Source: an optimization exercise on an open RTL-to-GDS flow (aim: small area). Production flows keep margins and buffers that such runs may drop. In this exercise RTL edits were held to simulation tests only and were not proved equivalent to the original.

## run 1
## dct2d_top
module dct2d_top (clk, rst_n, pix_row, coef_row);
  input clk, rst_n;
  input  [63:0] pix_row;
  output [95:0] coef_row;
  wire [2:0]  ph;           
  wire [41:0] DCT1_out;
  wire [63:0] DCT2_in;
  wire [95:0] DCT2_out;
  wire [71:0] TP2_out;
  counter1 cnt(ph, clk, rst_n);
  wire [7:0] col_sel = 8'b1 << ph;                  
  wire [7:0] row_sel = 8'b1 << (ph + 3'd2);         
  reg [63:0] pix_q;        
  always @(posedge clk)
    pix_q <= pix_row;
  DCT_1D DCT1(pix_q, DCT1_out);
  TPmem_1 #(.D(13)) TP1(.i_clk(clk), .i_sel(col_sel), .i_data(DCT1_out), .o_data(DCT2_in));
  DCT_2D DCT2(DCT2_in, DCT2_out, col_sel[0], col_sel[1]);
  TPmem_2 TP2(.i_clk(clk), .i_sel(row_sel), .i_data(DCT2_out[95:24]), .o_data(TP2_out));
  assign coef_row = {TP2_out, 24'b0};
endmodule
Size in the first run: ~4600 cells after synthesis, about 1300 flip-flops, roughly 160 I/O pins, roughly 58000 um2 of cells after synthesis.
make LEC_CHECK=0 CAP_MARGIN=20 CORE_MARGIN=2 CORE_UTILIZATION=65 CTS_CLUSTER_DIAMETER=90 CTS_CLUSTER_SIZE=28 PLACE_DENSITY_LB_ADDON=0.1 SLEW_MARGIN=20 finish   # period 12.0 ns
run.sh (not shown) runs the stock make flow with config.mk's settings and CLKGATE_MAP_FILE= SYNTH_SCRIPT=/design/flow/synth_recipe.tcl, a recipe that flattens the netlist after the stock synthesis.
Run 1: all stages complete, timing, DRC and antenna checks passed
What run 2 does differently from run 1 at the input level:
Settings: CORE_UTILIZATION now 70, was 65; CTS_CLUSTER_SIZE now 30, was 28; PLACE_DENSITY_LB_ADDON no longer set, was 0.1; GPL_TIMING_DRIVEN now 0, previously not set; CTS_CLUSTER_DIAMETER now 100, was 90.
Results
Of run 1 and run 2, run 1 shows the higher sequential cell area share, with run 2 below it. Compared run 2 vs run 1, and area of the multi-input gates is up in run 2. Compared with run 1, in run 2 ratio of final minimum period to clock period now sits higher; maximum frequency now sits lower; non-clock buffer count now sits higher; final wirelength now sits higher.
## Diff of input files: run 3 against run 2
Settings: GPL_TIMING_DRIVEN no longer set, was 0.
### Flow results
- Diff run 2 -> run 3: maximum frequency went up 0.93 MHz, slew at the pin closest to its max-slew limit went up 0.12 ns, worst-case headroom to the max-slew limit went down 8.3 points.
- Run 3 has path depth of the worst reg2reg path below what run 2 had.
- Via count (run 3 over run 2): decrease, 1057
- Run 3 has setup slack above what run 2 had.
- Minimum clock period on run 3 is down relative to run 2.

========
## job 101
dct2d_top, a different RTL version from the one above (not shown whole).
Size in the first run: ~3,600 cells after synthesis, about 160 I/O pins.
export LEC_CHECK = 0
export CAP_MARGIN = 20
export CORE_MARGIN = 2
export CORE_UTILIZATION = 75
export CTS_CLUSTER_DIAMETER = 100
export CTS_CLUSTER_SIZE = 30
export SLEW_MARGIN = 20
create_clock -name core_clock -period 12.0 [get_ports {clk}]
standard.sh (not shown) runs the stock make flow with config.mk's settings and CLKGATE_MAP_FILE= SYNTH_SCRIPT=/design/flow/synth_recipe.tcl, a recipe that flattens the netlist after the stock synthesis.
==> flow/flow/run.sh <==
#!/bin/bash
# Standard layout, with one netlist pass between synthesis and floorplan:
# flow/invpush.py rebuilds full adders in complemented form, and half adders
# as XOR/XNOR plus a NAND/NOR-type gate, where that removes inverters.
# Registers and the logic function are unchanged.
set -euo pipefail
R=orfs/results/${FLOW_PLATFORM}/dct2d_top/base
bash standard.sh synth > synth.log 2>&1
cp "$R/1_2_yosys.v" netlist_synth.v
python3 flow/invpush.py netlist_synth.v "$R/1_2_yosys.v" > invpush.log 2>&1
rm -f "$R/1_synth.odb" "$R/1_synth.sdc"
touch "$R/1_2_yosys.v"
bash standard.sh finish > layout.log 2>&1
Other scripts of this flow, unchanged in this note and not shown: flow/flow/invpush.py
Per the final summary, job 101 finished and its layout is clean on timing, DRC and antenna.
[inputs] job 102 vs job 101
# job 101
export LEC_CHECK = 0
export CAP_MARGIN = 20
export CORE_MARGIN = 2
export CORE_UTILIZATION = 75
export CTS_CLUSTER_DIAMETER = 100
export CTS_CLUSTER_SIZE = 30
export SLEW_MARGIN = 20
create_clock -name core_clock -period 12.0 [get_ports {clk}]
# job 102
export LEC_CHECK = 0
export ABC_AREA = 1
export CAP_MARGIN = 20
export CORE_MARGIN = 2
export CORE_UTILIZATION = 70
export CTS_CLUSTER_DIAMETER = 100
export CTS_CLUSTER_SIZE = 30
export SLEW_MARGIN = 20
create_clock -name core_clock -period 12.0 [get_ports {clk}]
Results
- Job 101 has completed all stages; timing, DRC and antenna checks passed.
- Job 102: done, clean on timing, DRC and antenna
- Job 102: global-route wire length before repair lower than job 101
- Looking at job 102 and job 101, the non-clock buffering overhead in the final layout is a wash.
- The fraction of layout cells with a size suffix above 1 of job 102 exceeds that of job 101 by 0.65 points.
- From job 101 to job 102 the numbers moved as follows: total number of vias +about 0.55%, non-filler instance count after layout +12%, number of global-route vias before repair -3.8%.
- Wire length per cell down about 17% in job 102 wrt job 101
Edits applied to the flow inputs when going from job 102 to job 103:
# job 102
export LEC_CHECK = 0
export ABC_AREA = 1
export CAP_MARGIN = 20
export CORE_MARGIN = 2
export CORE_UTILIZATION = 70
export CTS_CLUSTER_DIAMETER = 100
export CTS_CLUSTER_SIZE = 30
export SLEW_MARGIN = 20
create_clock -name core_clock -period 12.0 [get_ports {clk}]
# job 103
export LEC_CHECK = 0
export CAP_MARGIN = 20
export CORE_MARGIN = 2
export CORE_UTILIZATION = 70
export CTS_CLUSTER_DIAMETER = 100
export CTS_CLUSTER_SIZE = 30
export SLEW_MARGIN = 20
create_clock -name core_clock -period 12.0 [get_ports {clk}]
### Flow results
Relative to job 102, the filler-free cell count of the finished design measured on job 103 has decreased by a little under 10%.
Job 103 vs job 102 — routed length per instance climbed by a little under 10%
Routed length on met3 ended up about 15% lower on job 103 than on job 102.
Job 103 and job 102 ended up with roughly the same synthesis-to-layout area growth.
Job 102 -> job 103: count of clock-net buffers in the final layout delta 0, exact match

-- port drivers added, routing unchanged --
The results above use ideal ports. As a check the final layouts listed here were re-extracted and re-timed, cells and wires unchanged.
Step 1 sets driving cells, clkbuf_16 on the clock port and buf_2 on the other inputs (assumed; they add their load-dependent delay and slew).
Step 2 times the ports against the registers' clock, not the clock port: input delays grow and output delays shrink by t, the midpoint of the rising clock arrivals with the driver on.
a / b / c = ideal / step 1 / step 2; a / b = the first two.
run | t (ns) | setup slack, ns | worst setup path at the end | worst data-port slew with drivers (ns) | pins driven straight from the clock port
run 1 | 0.730 | 0.504 / 0.504 / 0.504 | register to register | 0.08 | 1
run 2 | 0.732 | 0.354 / 0.354 / 0.354 | register to register | 0.06 | 1
run 3 | 0.720 | 0.479 / 0.479 / 0.479 | register to register | 0.06 | 1
job 101 | 0.712 | 0.786 / 0.786 / 0.786 | register to register | 0.06 | 1
job 102 | 0.720 | 0.726 / 0.726 / 0.726 | register to register | 0.07 | 1
job 103 | 0.706 | 0.789 / 0.789 / 0.789 | register to register | 0.05 | 1
After both steps every run listed still meets setup and hold.
